Background: an optimization exercise with open tools, aiming at small area and a short achievable clock period. Do not read the settings as production practice.
Where RTL was checked, it was by simulation tests only, not by an equivalence proof against the original.

==> inputs of v5 <==
==> flow/design.v <==
module ALU( clk, rst, sw, c, d, led, dp );
  input [15:0] sw;
  input clk;
  input rst;
  output reg dp;
  output reg [0:6] c;
  output reg [3:0] d;
  output reg [15:0] led;    
  wire led15 = led[15];
  wire led14 = led[14];
  reg [15:0] s;       
  reg [15:0] p;       
  reg [3:0]  m;       
  reg [4:0]  k;       
  wire first = (m == 4'd10);
  function [16:0] addc(input [15:0] a, input [15:0] b, input ci);
    integer i;
    reg cy;
    begin
      cy = ci;
      for (i = 0; i < 16; i = i + 1) begin
        addc[i] = a[i] ^ b[i] ^ cy;
        cy = (a[i] & b[i]) | (cy & (a[i] ^ b[i]));
      end
      addc[16] = cy;
    end
  endfunction
  function [11:0] cneg12(input [11:0] a, input ng);
    integer i;
    reg cy;
    begin
      cy = ng;
      for (i = 0; i < 12; i = i + 1) begin
        cneg12[i] = (a[i] ^ ng) ^ cy;
        cy = cy & (a[i] ^ ng);
      end
    end
  endfunction
  function [15:0] cneg16(input [15:0] a, input ng);
    integer i;
    reg cy;
    begin
      cy = ng;
      for (i = 0; i < 16; i = i + 1) begin
        cneg16[i] = (a[i] ^ ng) ^ cy;
        cy = cy & (a[i] ^ ng);
      end
    end
  endfunction
  function ovf(input [15:0] x);
    begin
      if (x[15])
        ovf = (x[14:0] <= 15'd22768);
      else
        ovf = (x[14:0] >= 15'd10000);
    end
  endfunction
  wire [5:0] sa = s[15:10];
  wire [5:0] sb = s[9:4];
  wire [2:0] scmd = s[3:1];
  wire       sfp  = s[0];
  wire       fpmd = sfp & (scmd[2:1] == 2'b01);
  wire [5:0] ua = cneg12({6'b0, sa}, sa[5]);    
  wire [5:0] ub = cneg12({6'b0, sb}, sb[5]);
  wire sa32 = (sa == 6'b100000);
  wire sb32 = (sb == 6'b100000);
  wire qneg = fpmd ? (sa32 ^ sb32) : (sa[5] ^ sb[5]);
  reg [10:0] mag_mul;
  always @* begin : mulblk
    reg [10:0] acc;
    integer i;
    acc = 0;
    for (i = 0; i < 5; i = i + 1)
      if (ub[i]) acc = addc({5'b0, acc}, {11'b0, ua[4:0]} << i, 1'b0);
    if (ua[5]) acc = {ub[4:0], 5'b0} | {ub[5], 10'b0};
    else if (ub[5]) acc = {ua[4:0], 5'b0};
    mag_mul = acc;
  end
  reg [5:0] uq;
  reg [5:0] ur;
  always @* begin : divblk
    reg [6:0] r;
    reg [16:0 ] t;
    integer j;
    r = 0;
    for (j = 5; j >= 0; j = j - 1) begin
      r = {r[5:0], ua[j]};
      t = addc({9'b0, r}, {9'h1ff, ~{1'b0, ub}}, 1'b1);    
      uq[j] = t[16];
      if (t[16]) r = t[6:0];
    end
    ur = r[5:0];
  end
  wire [11:0] mag = (scmd == 3'd2) ? {1'b0, mag_mul} :
                    (scmd == 3'd3) ? {6'b0, uq} :
                    (sb == 6'd0)   ? 12'd0 : {6'b0, ur};
  wire        mneg = (scmd == 3'd4) ? sa[5] : qneg;
  wire [11:0] mres = cneg12(mag, mneg);
  wire [16:0] as_full = addc({{10{sa[5]}}, sa}, {{10{sb[5]}}, sb} ^ {16{scmd[0]}}, scmd[0]);
  wire [6:0]  asr = as_full[6:0];
  reg [5:0] shr;
  always @* begin : shrblk
    integer i;
    for (i = 0; i < 6; i = i + 1)
      shr[i] = ({26'b0, sb} + i <= 5) ? sa[i + sb] : sa[5];
  end
  wire [15:0] sxa = {{10{sa[5]}}, sa};
  wire [15:0] shl = sxa << sb;
  reg [15:0] fct;
  always @* begin
    case (sa[2:0])
      3'd0, 3'd1: fct = sfp ? 16'd12    : 16'd1;
      3'd2: fct = sfp ? 16'd25    : 16'd2;
      3'd3: fct = sfp ? 16'd75    : 16'd6;
      3'd4: fct = sfp ? 16'd300   : 16'd24;
      3'd5: fct = sfp ? 16'd1500  : 16'd120;
      3'd6: fct = sfp ? 16'd9000  : 16'd720;
      default: fct = sfp ? 16'd63000 : 16'd5040;
    endcase
  end
  reg [15:0] arith;
  always @* begin
    case (scmd)
      3'd0, 3'd1: arith = {{9{asr[6]}}, asr};
      3'd2, 3'd3, 3'd4: arith = {{4{mres[11]}}, mres};
      3'd5: arith = {{10{shr[5]}}, shr};
      3'd6: arith = shl;
      default: arith = (sa[5:3] == 3'b000) ? fct : 16'd0;
    endcase
  end
  wire [15:0] out = (first | led15 | led14) ? 16'd0 : arith;
  wire [5:0] A = sw[15:10];
  wire [5:0] B = sw[9:4];
  wire [2:0] cmd = sw[3:1];
  wire fp = sw[0];
  wire ov_out  = ovf(out);
  wire ov_outl = ovf({out[12:0], 3'b000});
  wire bz = (B == 6'd0);
  wire sgn = A[5] ^ B[5];
  reg ov, neg;
  always @* begin
    ov  = ov_out;
    neg = out[15];
    case (cmd)
      3'd7: begin ov = ~A[5] & (A[4] | A[3]); neg = 1'b0; end
      3'd5, 3'd6: if (bz) begin ov = 1'b0; neg = A[5]; end
      3'd2: if (fp) begin ov = 1'b0; neg = sgn; end
      3'd3: if (fp) begin ov = ov_outl; neg = sgn | out[12]; end
      default: ;
    endcase
  end
  reg [15:0] res;
  always @* begin
    res = p;
    case (scmd)
      3'd7: res = sa[5] ? 16'd0 : (sa[4:3] != 2'b00) ? 16'd10000 :
                  (sa[2:0] == 3'd0 || sa[2:0] == 3'd1) ? 16'd1 :
                  (sa[2:0] == 3'd2) ? 16'd2 : (sa[2:0] == 3'd3) ? 16'd6 :
                  (sa[2:0] == 3'd4) ? 16'd24 : (sa[2:0] == 3'd5) ? 16'd120 :
                  (sa[2:0] == 3'd6) ? 16'd720 : 16'd5040;
      3'd5, 3'd6: if (sb == 6'd0) res = {{10{sa[5]}}, sa};
      3'd2: if (sfp) res = {3'b000, p[15:3]};
      3'd3: if (sfp) res = {p[12:0], 3'b000};
      default: ;
    endcase
  end
  wire        ng = res[15];
  wire [15:0] v  = res ^ {16{ng}};
  wire [2:0]  x3 = v[2:0] + {2'b00, ng};           
  wire        cy = ng & (v[2:0] == 3'b111);        
  reg [4:0] fq;    
  always @* begin
    case (x3)
      3'd0: fq = cy ? 5'd25 : 5'd0;   
      3'd1: fq = 5'd3;     
      3'd2: fq = 5'd6;     
      3'd3: fq = 5'd9;     
      3'd4: fq = 5'd12;    
      3'd5: fq = 5'd13;    
      3'd6: fq = 5'd18;    
      default: fq = 5'd21;  
    endcase
  end
  reg [1:0] f01;   
  always @* begin
    case (x3)
      3'd2, 3'd3: f01 = 2'd1;
      3'd4: f01 = 2'd2;
      3'd6, 3'd7: f01 = 2'd3;
      default: f01 = 2'd0;
    endcase
  end
  wire [15:0] y = {3'b000, v[15:3]};
  wire [16:0] t1 = addc(y, {y[11:0], 4'b0}, 1'b0);
  wire [16:0] t2 = addc(t1[15:0], {y[12:0], 3'b0}, 1'b0);
  wire [16:0] t3 = addc(t2[15:0], {11'b0, fq}, 1'b0);
  wire [15:0] num = sfp ? {t3[13:0], f01} : v;
  wire        inc = ~sfp & ng;                     
  function [2:0] mupd(input [2:0] m, input b);    
    begin
      mupd[0] = (m[1] ^ b) | m[2];
      mupd[1] = (m[0] & ~m[1] & ~b) | (m[0] & ~m[2] & b);
      mupd[2] = (~m[0] & m[1] & ~b) | (m[2] & b);
    end
  endfunction
  function par(input [2:0] m);                     
    par = m[0] & ~m[2];
  endfunction
  function [2:0] enc(input [2:0] x);               
    case (x)
      3'd0, 3'd5: enc = 3'b000;
      3'd1, 3'd6: enc = 3'b001;
      3'd2, 3'd7: enc = 3'b010;
      3'd3: enc = 3'b011;
      default: enc = 3'b101;
    endcase
  endfunction
  function [2:0] minc(input [2:0] m);              
    case (m)
      3'b000: minc = 3'b001;
      3'b001: minc = 3'b010;
      3'b010: minc = 3'b011;
      3'b011: minc = 3'b101;
      default: minc = 3'b000;
    endcase
  endfunction
  reg [2:0] M0, M1, M2, M3;
  reg [12:0] q1;
  reg [9:0] q2;
  reg [6:0] q3;
  always @* begin : bcdblk
    integer i;
    M0 = enc(num[15:13]);
    for (i = 12; i >= 0; i = i - 1) begin q1[i] = par(M0) ^ num[i+1]; M0 = mupd(M0, num[i]); end
    M1 = enc(q1[12:10]);
    for (i = 9; i >= 0; i = i - 1) begin q2[i] = par(M1) ^ q1[i+1]; M1 = mupd(M1, q1[i]); end
    M2 = enc(q2[9:7]);
    for (i = 6; i >= 0; i = i - 1) begin q3[i] = par(M2) ^ q2[i+1]; M2 = mupd(M2, q2[i]); end
    M3 = enc(q3[6:4]);
    for (i = 3; i >= 0; i = i - 1) M3 = mupd(M3, q3[i]);
  end
  wire n0 = (M0 == 3'b101) & num[0];    
  wire n1 = (M1 == 3'b101) & q1[0];
  wire n2 = (M2 == 3'b101) & q2[0];
  reg [1:0] sel;
  always @* begin
    case (k)
      5'd0, 5'd5, 5'd6, 5'd12, 5'd18, 5'd19, 5'd25, 5'd31: sel = 2'd3;
      5'd4, 5'd10, 5'd11, 5'd17, 5'd23, 5'd24, 5'd29, 5'd30: sel = 2'd2;
      5'd2, 5'd3, 5'd9, 5'd15, 5'd16, 5'd21, 5'd22, 5'd28: sel = 2'd1;
      default: sel = 2'd0;
    endcase
    if (first) sel = 2'd0;
  end
  reg [2:0] Ms;
  reg ps, cs;
  always @* begin
    case (sel)
      2'd0: begin Ms = M0; ps = num[0]; cs = 1'b1; end
      2'd1: begin Ms = M1; ps = q1[0];  cs = n0; end
      2'd2: begin Ms = M2; ps = q2[0];  cs = n0 & n1; end
      default: begin Ms = M3; ps = q3[0]; cs = n0 & n1 & n2; end
    endcase
  end
  wire       up = inc & cs;
  wire [2:0] Md = first ? 3'b000 : up ? minc(Ms) : Ms;
  wire       pd = ~first & (ps ^ up);
  function [0:6] segm( input [2:0] m, input p );
    case ({m, p})
      4'b0000: segm = 7'b0000001;   
      4'b0011: segm = 7'b1001111;   
      4'b0100: segm = 7'b0010010;   
      4'b0111: segm = 7'b0000110;   
      4'b1010: segm = 7'b1001100;   
      4'b0001: segm = 7'b0100100;   
      4'b0010: segm = 7'b0100000;   
      4'b0101: segm = 7'b0001111;   
      4'b0110: segm = 7'b0000000;   
      4'b1011: segm = 7'b0000100;   
      default: segm = 7'b0000001;
    endcase
  endfunction
  wire refresh = (m == 4'd0) | first;
  always @(posedge clk) begin
    s <= sw;
    p <= out;
    if (rst) begin
      led <= 16'd0;
      m <= 4'd10;
      c <= 0;
      d <= 4'b1111;
      dp <= 1;
    end else begin
      led <= {ov, (cmd == 3'd3) & bz, neg, 13'b0};
      m <= (m == 4'd9) ? 4'd0 : (first ? 4'd1 : m + 4'd1);
      if (first) k <= 5'd0;
      else if (m == 4'd9) k <= k + 5'd1;
      if (refresh) begin
        c <= segm(Md, pd);
        d <= ~(4'b0001 << sel);
        dp <= ~((sel == 2'd2) & fp);
      end
    end
  end
endmodule
==> flow/flow/run.sh <==
#!/bin/bash
# Own layout flow: the standard synthesis, then the combinational logic
# re-mapped with a stronger ABC script (registers and their names kept),
# then the standard layout from the re-mapped netlist.
set -euo pipefail
W=$(pwd)
R=$W/orfs/results/$FLOW_PLATFORM/ALU/base
YOSYS=$(command -v yosys || echo "$FLOW_HOME/../tools/install/yosys/bin/yosys")
bash standard.sh synth > "$W/std_synth.log" 2>&1
cp "$R/1_2_yosys.v" "$W/std_1_2_yosys.v"
export REMAP_LIB=$FLOW_HOME/platforms/$FLOW_PLATFORM/lib/sky130_fd_sc_hd__tt_025C_1v80.lib
export REMAP_IN=$W/std_1_2_yosys.v
export REMAP_OUT=$W/remap_1_2_yosys.v
export REMAP_SCRIPT=$W/flow/abc.script
export REMAP_TOP=$FLOW_TOP
export REMAP_DONT_USE="$(sed -n '/DONT_USE_CELLS += /,/^#/p' "$FLOW_HOME/platforms/$FLOW_PLATFORM/config.mk" | grep -o 'sky130_fd_sc_hd__[a-z0-9_]*' | tr '\n' ' ')"
"$YOSYS" -c "$W/flow/remap.tcl" > "$W/remap.log" 2>&1
cp "$REMAP_OUT" "$R/1_2_yosys.v"
rm -f "$R/1_synth.odb" "$R/1_synth.sdc"
bash standard.sh BUFFER_PORTS_ARGS="-buffer_cell sky130_fd_sc_hd__buf_1" CTS_ARGS="-sink_clustering_enable -repair_clock_nets -buf_list {sky130_fd_sc_hd__clkbuf_4 sky130_fd_sc_hd__clkbuf_8} -dont_use_dummy_load" SETUP_SLACK_MARGIN=143.4 finish > "$W/layout.log" 2>&1
==> flow/flow/abc.script <==
strash
balance
rewrite
refactor
balance
rewrite
rewrite -z
balance
refactor -z
rewrite -z
balance
&get -n
&deepsyn -T 120
&put
dch -f
amap
==> flow/flow/remap.tcl <==
# Re-map the combinational logic of the standard synthesis netlist with a
# stronger ABC script. Registers (and their instance names) are kept as is.
set lib $::env(REMAP_LIB)
set in  $::env(REMAP_IN)
set out $::env(REMAP_OUT)
set scr $::env(REMAP_SCRIPT)
set dont_use {}
foreach c $::env(REMAP_DONT_USE) { lappend dont_use -dont_use $c }
yosys read_liberty -ignore_miss_func $lib
yosys read_verilog $in
yosys hierarchy -top $::env(REMAP_TOP)
# keep sequential and tie cells as they are
set fh [open $in r]
set text [read $fh]
close $fh
set keep {}
foreach name [lsort -unique [regexp -all -inline {sky130_fd_sc_hd__[a-z0-9_]+} $text]] {
  if {[regexp {__(e?s?df|dl)} $name]} { lappend keep $name }
}
foreach m $keep { yosys blackbox $m }
yosys stat -liberty $lib
yosys flatten
yosys rename -hide {w:*.*}
yosys opt_clean -purge
yosys techmap
yosys opt -fast
yosys abc -liberty $lib {*}$dont_use -script $scr
yosys opt_clean -purge
yosys read_liberty -lib -ignore_redef $lib
yosys hilomap -hicell sky130_fd_sc_hd__conb_1 HI -locell sky130_fd_sc_hd__conb_1 LO
yosys splitnets
yosys opt_clean -purge
yosys insbuf -buf sky130_fd_sc_hd__buf_4 A X
yosys opt_clean -purge
yosys opt_clean -purge
yosys stat -liberty $lib
yosys check -assert
yosys write_verilog -noattr -noexpr -nohex -nodec $out
==> flow/standard.sh <==
#!/bin/bash
# synth_recipe.tcl (not shown) runs the flow's synth.tcl, then flattens the netlist and writes it again
# the make line also repeats each setting of config.mk as NAME=value (left out here)
make -C /OpenROAD-flow-scripts/flow DESIGN_CONFIG=/design/flow/config.mk WORK_HOME=/design/flow/orfs CLKGATE_MAP_FILE= SYNTH_SCRIPT=/design/flow/synth_recipe.tcl "${@:-finish}"
==> flow/config.mk <==
export PLATFORM = sky130hd
export DESIGN_NAME = ALU
export DESIGN_NICKNAME = ALU
export VERILOG_FILES = /design/flow/design.v
export SDC_FILE = /design/flow/constraint.sdc
export NUM_CORES = 4
export LEC_CHECK = 0
export ABC_AREA = 1
export CAP_MARGIN = 20
export CORE_MARGIN = 2
export CORE_UTILIZATION = 40
export CTS_BUF_LIST = sky130_fd_sc_hd__clkbuf_4 sky130_fd_sc_hd__clkbuf_8
export GPL_TIMING_DRIVEN = 0
export SLEW_MARGIN = 20
==> flow/constraint.sdc <==
create_clock -name core_clock -period 180.0 [get_ports {clk}]
set_input_delay 36.0000 -clock core_clock [delete_from_list [all_inputs] [get_ports {clk}]]
set_output_delay 36.0000 -clock core_clock [all_outputs]
set_load 0.01 [all_outputs]
==> inputs of v37, as changes to v5 <==
--- a/flow/design.v
+++ b/flow/design.v
@@ -288,4 +288,5 @@
       led <= 16'd0;
       m <= 4'd10;
+      k <= 5'd0;
       c <= 0;
       d <= 4'b1111;
@@ -294,6 +295,5 @@
       led <= {ov, (cmd == 3'd3) & bz, neg, 13'b0};
       m <= (m == 4'd9) ? 4'd0 : (first ? 4'd1 : m + 4'd1);
-      if (first) k <= 5'd0;
-      else if (m == 4'd9) k <= k + 5'd1;
+      if (m == 4'd9) k <= k + 5'd1;
       if (refresh) begin
         c <= segm(Md, pd);
--- a/flow/flow/run.sh
+++ b/flow/flow/run.sh
@@ -13,4 +13,5 @@
 export REMAP_OUT=$W/remap_1_2_yosys.v
 export REMAP_SCRIPT=$W/flow/abc.script
+export REMAP_SCRIPT_IN=$W/flow/abc_in.script
 export REMAP_TOP=$FLOW_TOP
 export REMAP_DONT_USE="$(sed -n '/DONT_USE_CELLS += /,/^#/p' "$FLOW_HOME/platforms/$FLOW_PLATFORM/config.mk" | grep -o 'sky130_fd_sc_hd__[a-z0-9_]*' | tr '\n' ' ')"
@@ -18,3 +19,3 @@
 cp "$REMAP_OUT" "$R/1_2_yosys.v"
 rm -f "$R/1_synth.odb" "$R/1_synth.sdc"
-bash standard.sh BUFFER_PORTS_ARGS="-buffer_cell sky130_fd_sc_hd__buf_1" CTS_ARGS="-sink_clustering_enable -repair_clock_nets -buf_list {sky130_fd_sc_hd__clkbuf_4 sky130_fd_sc_hd__clkbuf_8} -dont_use_dummy_load" SETUP_SLACK_MARGIN=143.4 finish > "$W/layout.log" 2>&1
+bash standard.sh BUFFER_PORTS_ARGS="-buffer_cell sky130_fd_sc_hd__buf_1" CTS_ARGS="-sink_clustering_enable -repair_clock_nets -buf_list {sky130_fd_sc_hd__clkbuf_4 sky130_fd_sc_hd__clkbuf_8} -dont_use_dummy_load" finish > "$W/layout.log" 2>&1
==> flow/flow/abc_in.script (new file) <==
strash
dch -f
map
topo
--- a/flow/flow/remap.tcl
+++ b/flow/flow/remap.tcl
@@ -25,4 +25,10 @@
 yosys techmap
 yosys opt -fast
+# logic fed by the input ports (up to the registers) is mapped on its own,
+# so that the inputs stay close to the registers they feed
+set ffsel {}
+foreach m $keep { lappend ffsel -$m }
+yosys select -set incone i:* %co*:[join $ffsel :]
+yosys abc -liberty $lib {*}$dont_use -script $::env(REMAP_SCRIPT_IN) @incone
 yosys abc -liberty $lib {*}$dont_use -script $scr
 yosys opt_clean -purge
==> inputs of v36, as changes to v5 <==
--- a/flow/flow/run.sh
+++ b/flow/flow/run.sh
@@ -18,3 +18,3 @@
 cp "$REMAP_OUT" "$R/1_2_yosys.v"
 rm -f "$R/1_synth.odb" "$R/1_synth.sdc"
-bash standard.sh BUFFER_PORTS_ARGS="-buffer_cell sky130_fd_sc_hd__buf_1" CTS_ARGS="-sink_clustering_enable -repair_clock_nets -buf_list {sky130_fd_sc_hd__clkbuf_4 sky130_fd_sc_hd__clkbuf_8} -dont_use_dummy_load" SETUP_SLACK_MARGIN=143.4 finish > "$W/layout.log" 2>&1
+bash standard.sh BUFFER_PORTS_ARGS="-buffer_cell sky130_fd_sc_hd__buf_1" CTS_ARGS="-sink_clustering_enable -repair_clock_nets -buf_list {sky130_fd_sc_hd__clkbuf_4 sky130_fd_sc_hd__clkbuf_8} -dont_use_dummy_load" SETUP_SLACK_MARGIN=143.1 finish > "$W/layout.log" 2>&1
--- a/flow/flow/abc.script
+++ b/flow/flow/abc.script
@@ -11,5 +11,5 @@
 balance
 &get -n
-&deepsyn -T 120
+&deepsyn -I 5 -T 300
 &put
 dch -f
==> inputs of v15, as changes to v5 <==
--- a/flow/design.v
+++ b/flow/design.v
@@ -288,4 +288,5 @@
       led <= 16'd0;
       m <= 4'd10;
+      k <= 5'd0;
       c <= 0;
       d <= 4'b1111;
@@ -294,6 +295,5 @@
       led <= {ov, (cmd == 3'd3) & bz, neg, 13'b0};
       m <= (m == 4'd9) ? 4'd0 : (first ? 4'd1 : m + 4'd1);
-      if (first) k <= 5'd0;
-      else if (m == 4'd9) k <= k + 5'd1;
+      if (m == 4'd9) k <= k + 5'd1;
       if (refresh) begin
         c <= segm(Md, pd);
--- a/flow/flow/run.sh
+++ b/flow/flow/run.sh
@@ -18,3 +18,3 @@
 cp "$REMAP_OUT" "$R/1_2_yosys.v"
 rm -f "$R/1_synth.odb" "$R/1_synth.sdc"
-bash standard.sh BUFFER_PORTS_ARGS="-buffer_cell sky130_fd_sc_hd__buf_1" CTS_ARGS="-sink_clustering_enable -repair_clock_nets -buf_list {sky130_fd_sc_hd__clkbuf_4 sky130_fd_sc_hd__clkbuf_8} -dont_use_dummy_load" SETUP_SLACK_MARGIN=143.4 finish > "$W/layout.log" 2>&1
+bash standard.sh BUFFER_PORTS_ARGS="-buffer_cell sky130_fd_sc_hd__buf_1" CTS_ARGS="-sink_clustering_enable -repair_clock_nets -buf_list {sky130_fd_sc_hd__clkbuf_4 sky130_fd_sc_hd__clkbuf_8} -dont_use_dummy_load" finish > "$W/layout.log" 2>&1
==> results.toml <==
[run_status]
run_status = "timing/DRC/antenna clean"

[clock_tree]
clk_latency_ns = 0.33

[finish]
final-instance-count-excl-fill = 1559
layout.nonclk_buf_share_pct = 2.39
final-clk-cell-share_pct = 1.54
buffers_excl_clock = 37
area_taken_by_multi_input_logic_gates_sq_um = 5580

[worst_setup_path]
worstPathMaxFanout = 2
cp_cell_sequence = "buf_8 -> nor4_4 -> nand2_2 -> o21ai_2 -> nor2_2 -> o31ai_2 -> a31oi_1 -> a311oi_1 -> nor2_1"

[sta]
finalWorstSetupSlack_ns = 143.06
worst_slew_margin_rel_pct = 21.6

[worst_hold_path]
worst_hold_path.endpoint = "m[0]"

[synthesis]
syn_nets = 1304

[detailed_routing]
vias = 9276

[die]
die_h_um = 140

[global_routing]
first_global_vias = 8238
(the above is from v36)
==> results.toml <==
[worst_setup_path]
worstPathMaxFanout = 22
cp_cell_sequence = "buf_1 -> clkinv_1 -> nand3b_1 -> nand2_1 -> o2111ai_1 -> o2111a_1"
rr_startpoint = "s[6]"

[finish]
area_taken_by_multi_input_logic_gates_sq_um = 5930
buffers_excl_clock = 34
final-clk-cell-share_pct = 1.49
layout.nonclk_buf_share_pct = 1.62
final-instance-count-excl-fill = 1706

[detailed_routing]
vias = 9777

[clock_tree]
clk_latency_ns = 0.36
tritoncts_num_sinks = 58

[synthesis]
syn_nets = 1423

[worst_hold_path]
worst_hold_path.endpoint = "c[0]"

[sta]
worst_slew_margin_rel_pct = 25.9
finalWorstSetupSlack_ns = 142.39

[global_routing]
first_global_vias = 8200

[run_status]
run_status = "timing/DRC/antenna clean"

[die]
die_h_um = 143
(the above is from v37)
==> results.toml <==
[run_status]
run_status = "timing/DRC/antenna clean"

[finish]
final-instance-count-excl-fill = 1613
buffers_excl_clock = 35
layout.nonclk_buf_share_pct = 1.75

[worst_hold_path]
worst_hold_path.endpoint = "c[1]"

[detailed_routing]
vias = 9510

[worst_setup_path]
cp_cell_sequence = "buf_1 -> nor4_1 -> nand2_1 -> a2111oi_0 -> clkinv_1 -> nand3_1 -> nor3_1 -> a21oi_1 -> a21oi_1"
worstPathMaxFanout = 4

[clock_tree]
clk_latency_ns = 0.34

[global_routing]
first_global_vias = 8157

[sta]
finalWorstSetupSlack_ns = 142.36

[synthesis]
syn_nets = 1360

[die]
die_h_um = 141
(the above is from v15)
==> results.toml <==
[run_status]
run_status = "timing/DRC/antenna clean"

[worst_setup_path]
worstPathMaxFanout = 2
r2r_setup_slack_ns = 162.61
cp_cell_sequence = "buf_6 -> buf_6"

[finish]
area_taken_by_multi_input_logic_gates_sq_um = 5740
layout.nonclk_buf_share_pct = 3.49
final-instance-count-excl-fill = 1638
final-clk-cell-share_pct = 1.48
buffers_excl_clock = 37

[sta]
finalWorstSetupSlack_ns = 143.13
worst_slew_margin_rel_pct = 37.7

[synthesis]
syn_nets = 1377

[die]
die_h_um = 141

[worst_hold_path]
worst_hold_path.endpoint = "m[0]"

[global_routing]
first_global_vias = 8344

[clock_tree]
clk_latency_ns = 0.34
(the above is from v5)
No functional check of the RTL was part of v37 and v15.

separate check: timing with driven ports:
The flow's constraints put no driver on any port. The routed layouts listed below were extracted and timed again, unchanged, in two steps.
Step 1 sets driving cells, clkbuf_16 on the clock port and buf_2 on the other inputs (assumed; they add their load-dependent delay and slew).
Step 2 adds t to the input delays and takes it off the output delays; t is the mean of the earliest and latest rising clock arrival at the registers after step 1. Input paths then give back, and output paths get back, about the clock's delay inside the block.
Three values: ideal, step 1, step 2; two values: the first two.
run | shift t [ns] | slack for setup (ns) | worst setup path after step 2
v5 | 0.365 | 143.129 / 143.097 / 142.890 | input to register
v37 | 0.381 | 142.390 / 142.398 / 142.018 | input to register
v36 | 0.362 | 143.058 / 143.053 / 142.691 | input to register
v15 | 0.359 | 142.358 / 142.367 / 142.008 | input to register
After both steps every run listed still meets setup and hold. The setup slack of v37, which loses most, moves by +0.008 ns with the drivers and by -0.372 ns with both steps.
